Source: an optimization exercise on an open RTL-to-GDS flow (aim: small area and a short achievable clock period). Production flows keep margins and buffers that such runs may drop.
The RTL was checked by simulation tests, not by an equivalence proof against the original design.

==> v38 <==
Design awgn_top, start of the top module:
module awgn_top(clk, reset, s0, s1, s2, s3, s4, s5, x0, x1, valid);
input clk;
input reset;
input [31:0] s0;
input [31:0] s1;
input [31:0] s2;
input [31:0] s3;
input [31:0] s4;
input [31:0] s5;
output [16:0] x0;
output [16:0] x1;
output valid;
wire [47:0] u0;
wire [15:0] u1;
wire [46:0] xe1;
wire [5:0] ex1;
wire [21:0] m5r;
wire [39:0] xb2;
wire [35:0] w2;
wire [74:0] za;
wire [74:0] zb;
wire [30:0] e4;
wire [3:0] w14;
wire [24:0] xf5;
wire [18:0] rs5;
wire [3:0] w15;
wire [14:0] ya6;
wire [3:0] w16;
wire [7:0] bo;
wire [7:0] bt;
wire [6:0] bn;
wire pr;
wire [14:0] g0r;
wire [14:0] g1r;
wire sg0;
wire sg1;
wire [16:0] x0r;
wire [16:0] x1r;
reg [3:0] vcnt;
reg vr;
awgn_taus tg(.clk(clk), .reset(reset), .s0(s0), .s1(s1), .s2(s2), .s3(s3), .s4(s4), .s5(s5), .u0(u0), .u1(u1));
awgn_ln1 l1(.clk(clk), .u0(u0), .xe1(xe1), .ex1(ex1));
awgn_ln2 l2(.clk(clk), .xe1(xe1), .ex1(ex1), .m5r(m5r), .xb2(xb2), .w2(w2));
awgn_ln3 l3(.clk(clk), .m5r(m5r), .xb2(xb2), .w2(w2), .za(za), .zb(zb));
awgn_sq1 q1(.clk(clk), .za(za), .zb(zb), .e4(e4), .w14(w14));
awgn_sq2 q2(.clk(clk), .e4(e4), .w14(w14), .xf5(xf5), .rs5(rs5), .w15(w15));
awgn_sq3 q3(.clk(clk), .xf5(xf5), .rs5(rs5), .w15(w15), .ya6(ya6), .w16(w16));
awgn_sq4 q4(.clk(clk), .ya6(ya6), .w16(w16), .bo(bo), .bt(bt), .bn(bn), .pr(pr));
awgn_ang an(.clk(clk), .u1(u1), .g0r(g0r), .g1r(g1r), .sg0(sg0), .sg1(sg1));
awgn_out om(.clk(clk), .bo(bo), .bt(bt), .bn(bn), .pr(pr), .g0r(g0r), .g1r(g1r), .sg0(sg0), .sg1(sg1), .x0r(x0r), .x1r(x1r));
always @(posedge clk) begin
  if (reset) vcnt <= 4'd0;
  else if (vcnt != 4'd8) vcnt <= vcnt + 4'd1;
end
assign valid = vr;
assign x0 = x0r;
assign x1 = x1r;
always @(posedge clk) begin
  vr <= ~reset & (vcnt == 4'd8);
end
endmodule
clock: 23.0 ns
lec_check: 0
cap_margin: 20
core_margin: 2
core_utilization: 60
slew_margin: 20
synth_memory_max_bits: 16384
run.sh (not shown) runs the stock make flow with config.mk's settings and CLKGATE_MAP_FILE= SYNTH_SCRIPT=/design/flow/synth_recipe.tcl, a recipe that flattens the netlist after the stock synthesis.
==> v16 (differences from v38) <==
- CORE_UTILIZATION: 60 -> 40
==> summary.txt <==
v16 passed the timing, design-rule and antenna checks. v38 finished clean.
Between v16 and v38, the lower design area is in v38 (gap 1.3%, measured against v38).
In flip-flop and latch count, v38 and v16 do not differ.
In v38 the global-route usage is higher than in v16, by 12 points.
Between v38 and v16, the lower non-clock buffer count is in v38 (gap 19).
In area after synthesis, v38 and v16 do not differ.
Between v38 and v16, the lower fmax is in v16 (gap about 11%, measured against v16).
Between v16 and v38, the lower routed wire length is in v38 (gap 3.5%, measured against v38).

* * *

==> indigo <==
awgn_top, a different RTL version from the one above (not shown whole).
Settings: LEC_CHECK=0, CAP_MARGIN=20, CORE_MARGIN=2, CORE_UTILIZATION=55, CTS_CLUSTER_DIAMETER=150, CTS_CLUSTER_SIZE=20, SLEW_MARGIN=20, SYNTH_MEMORY_MAX_BITS=16384; clock period 23.0 ns.
standard.sh (not shown) runs the stock make flow with config.mk's settings and CLKGATE_MAP_FILE= SYNTH_SCRIPT=/design/flow/synth_recipe.tcl, a recipe that flattens the netlist after the stock synthesis.
==> flow/flow/run.sh <==
#!/bin/bash
# Standard layout (standard synthesis, same SDC and constraints). The timing repair is asked to
# keep extra setup slack, so that it also works on paths well below the 23 ns period, and the
# port buffers are buf_2 cells.
set -euo pipefail
bash standard.sh SETUP_SLACK_MARGIN=17.3 "BUFFER_PORTS_ARGS=-buffer_cell sky130_fd_sc_hd__buf_2" finish > flow_make.log 2>&1
==> delta (differences from indigo) <==
--- a/flow/flow/run.sh
+++ b/flow/flow/run.sh
@@ -4,3 +4,3 @@
 # port buffers are buf_2 cells.
 set -euo pipefail
-bash standard.sh SETUP_SLACK_MARGIN=17.3 "BUFFER_PORTS_ARGS=-buffer_cell sky130_fd_sc_hd__buf_2" finish > flow_make.log 2>&1
+bash standard.sh SETUP_SLACK_MARGIN=17.2 "BUFFER_PORTS_ARGS=-buffer_cell sky130_fd_sc_hd__buf_2" finish > flow_make.log 2>&1
Settings changed: CTS_CLUSTER_DIAMETER 150 to default, CTS_CLUSTER_SIZE 20 to default.
==> zinc (differences from indigo) <==
Settings changed: CORE_UTILIZATION 55 to 60, CTS_CLUSTER_DIAMETER 150 to default, CTS_CLUSTER_SIZE 20 to default.
==> ember (differences from indigo) <==
--- a/flow/flow/run.sh
+++ b/flow/flow/run.sh
@@ -4,3 +4,3 @@
 # port buffers are buf_2 cells.
 set -euo pipefail
-bash standard.sh SETUP_SLACK_MARGIN=17.3 "BUFFER_PORTS_ARGS=-buffer_cell sky130_fd_sc_hd__buf_2" finish > flow_make.log 2>&1
+bash standard.sh SETUP_SLACK_MARGIN=17.5 "BUFFER_PORTS_ARGS=-buffer_cell sky130_fd_sc_hd__buf_2" finish > flow_make.log 2>&1
==> reports/qor.txt <==
Status = timing/DRC/antenna clean
Met3 wire len = 23500 um
Clock latency (worst-skew pair) = 0.68 ns
CP bufs+invs = 1
Via count = 66065
Clk tree area frac = 0.0140
Count of multi-input combinational gates = 5820
FILL cells = 12509
Seq/total area = 0.177
Critical path's slowest cell = dfxtp_4
Core area = 0.138 mm2
CP Data Required Time = 18.40 ns
Hold Path End = an.ub[8]
[end of results for indigo]
==> reports/qor.txt <==
Status = timing/DRC/antenna clean
Crit path depth = 26
Count of multi-input combinational gates = 5820
Clock latency (worst-skew pair) = 0.70 ns
Via count = 67143
Met3 wire len = 25900 um
FILL cells = 10585
Seq/total area = 0.173
Core area = 0.126 mm2
Worst Hold Slack = 0.324 ns
Critical path's slowest cell = fa_1
Clk tree area frac = 0.0330
Die area = 0.130 mm2
CP bufs+invs = 6
Hold Path End = an.ub[12]
Share of flip-flops with an asynchronous set or reset = 0
[end of results for zinc]
==> reports/qor.txt <==
Status = timing/DRC/antenna clean
Main combinational cell family by area after synthesis = adder cells
Critical path's slowest cell = fa_1
Hold Path End = an.ub[10]
Root Driver = clkbuf_16
Core area = 0.138 mm2
CP bufs+invs = 4
PnR worst setup slack = 17.12 ns
Met3 wire len = 22900 um
FILL cells = 12316
Max reg flops = 47
Post-CTS Setup Inserts = 34
Count of multi-input combinational gates = 5819
Clock latency (worst-skew pair) = 0.66 ns
Input/output buffers = 220
[end of results for ember]
==> reports/qor.txt <==
CP cell instances = clkinvlp_4 > buf_12 > nor2_4 > a21oi_4 > fa_2 > fa_1 > fa_2 > fa_1 > inv_1 > ha_1 > o21a_1 > o21ai_0 > nand2b_1 > a21o_1 > nand3_4 > a2111oi_4 > buf_6 > o21ai_4 > a2111oi_4 > o31ai_4 > or3_4 > buf_6 > xor2_1
Core area = 0.138 mm2
Critical path's slowest cell = fa_1
FILL cells = 12213
Seq/total area = 0.173
Synth Area in XOR/XNOR = 0.0533
Clock latency (worst-skew pair) = 0.73 ns
Count of multi-input combinational gates = 5820
CP Data Required Time = 23.57 ns
CP bufs+invs = 5
Clk tree area frac = 0.0346
Via count = 66279
Met3 wire len = 23500 um
Status = timing/DRC/antenna clean
Vias per Instance = 6.41
Placed Cells = 10135
[end of results for delta]

[separate check: timing with driven ports]
How much do the figures lean on ideal ports? The routed layouts below were timed once more, with nothing changed but the port constraints. Step 1 assumes that a clkbuf_16 drives the clock port and a buf_2 every other input. Step 2 moves the port delays by t, midway between the first and last clock arrival at a register: inputs arrive t later, outputs are due t later. That takes back most of the time a late clock gives input paths. Three values: ideal ports, drivers, drivers and shift; two values: the first two.
| run | t (ns) | setup WS [ns] | worst setup path at the end | cell pins on the clock port's net |
|---|---|---|---|---|
| v38 | 0.853 | 15.761 / 15.761 / 15.761 | register to register | 1 |
| v16 | 0.844 | 14.929 / 14.929 / 14.929 | register to register | 1 |
| indigo | 0.728 | 17.233 / 17.160 / 17.270 | register to register | 1 |
| delta | 0.785 | 17.169 / 17.169 / 17.169 | register to register | 1 |
| zinc | 0.758 | 17.238 / 17.200 / 17.238 | register to register | 1 |
| ember | 0.717 | 17.117 / 17.117 / 17.117 | register to register | 1 |
After both steps setup and hold are still met in every run listed.
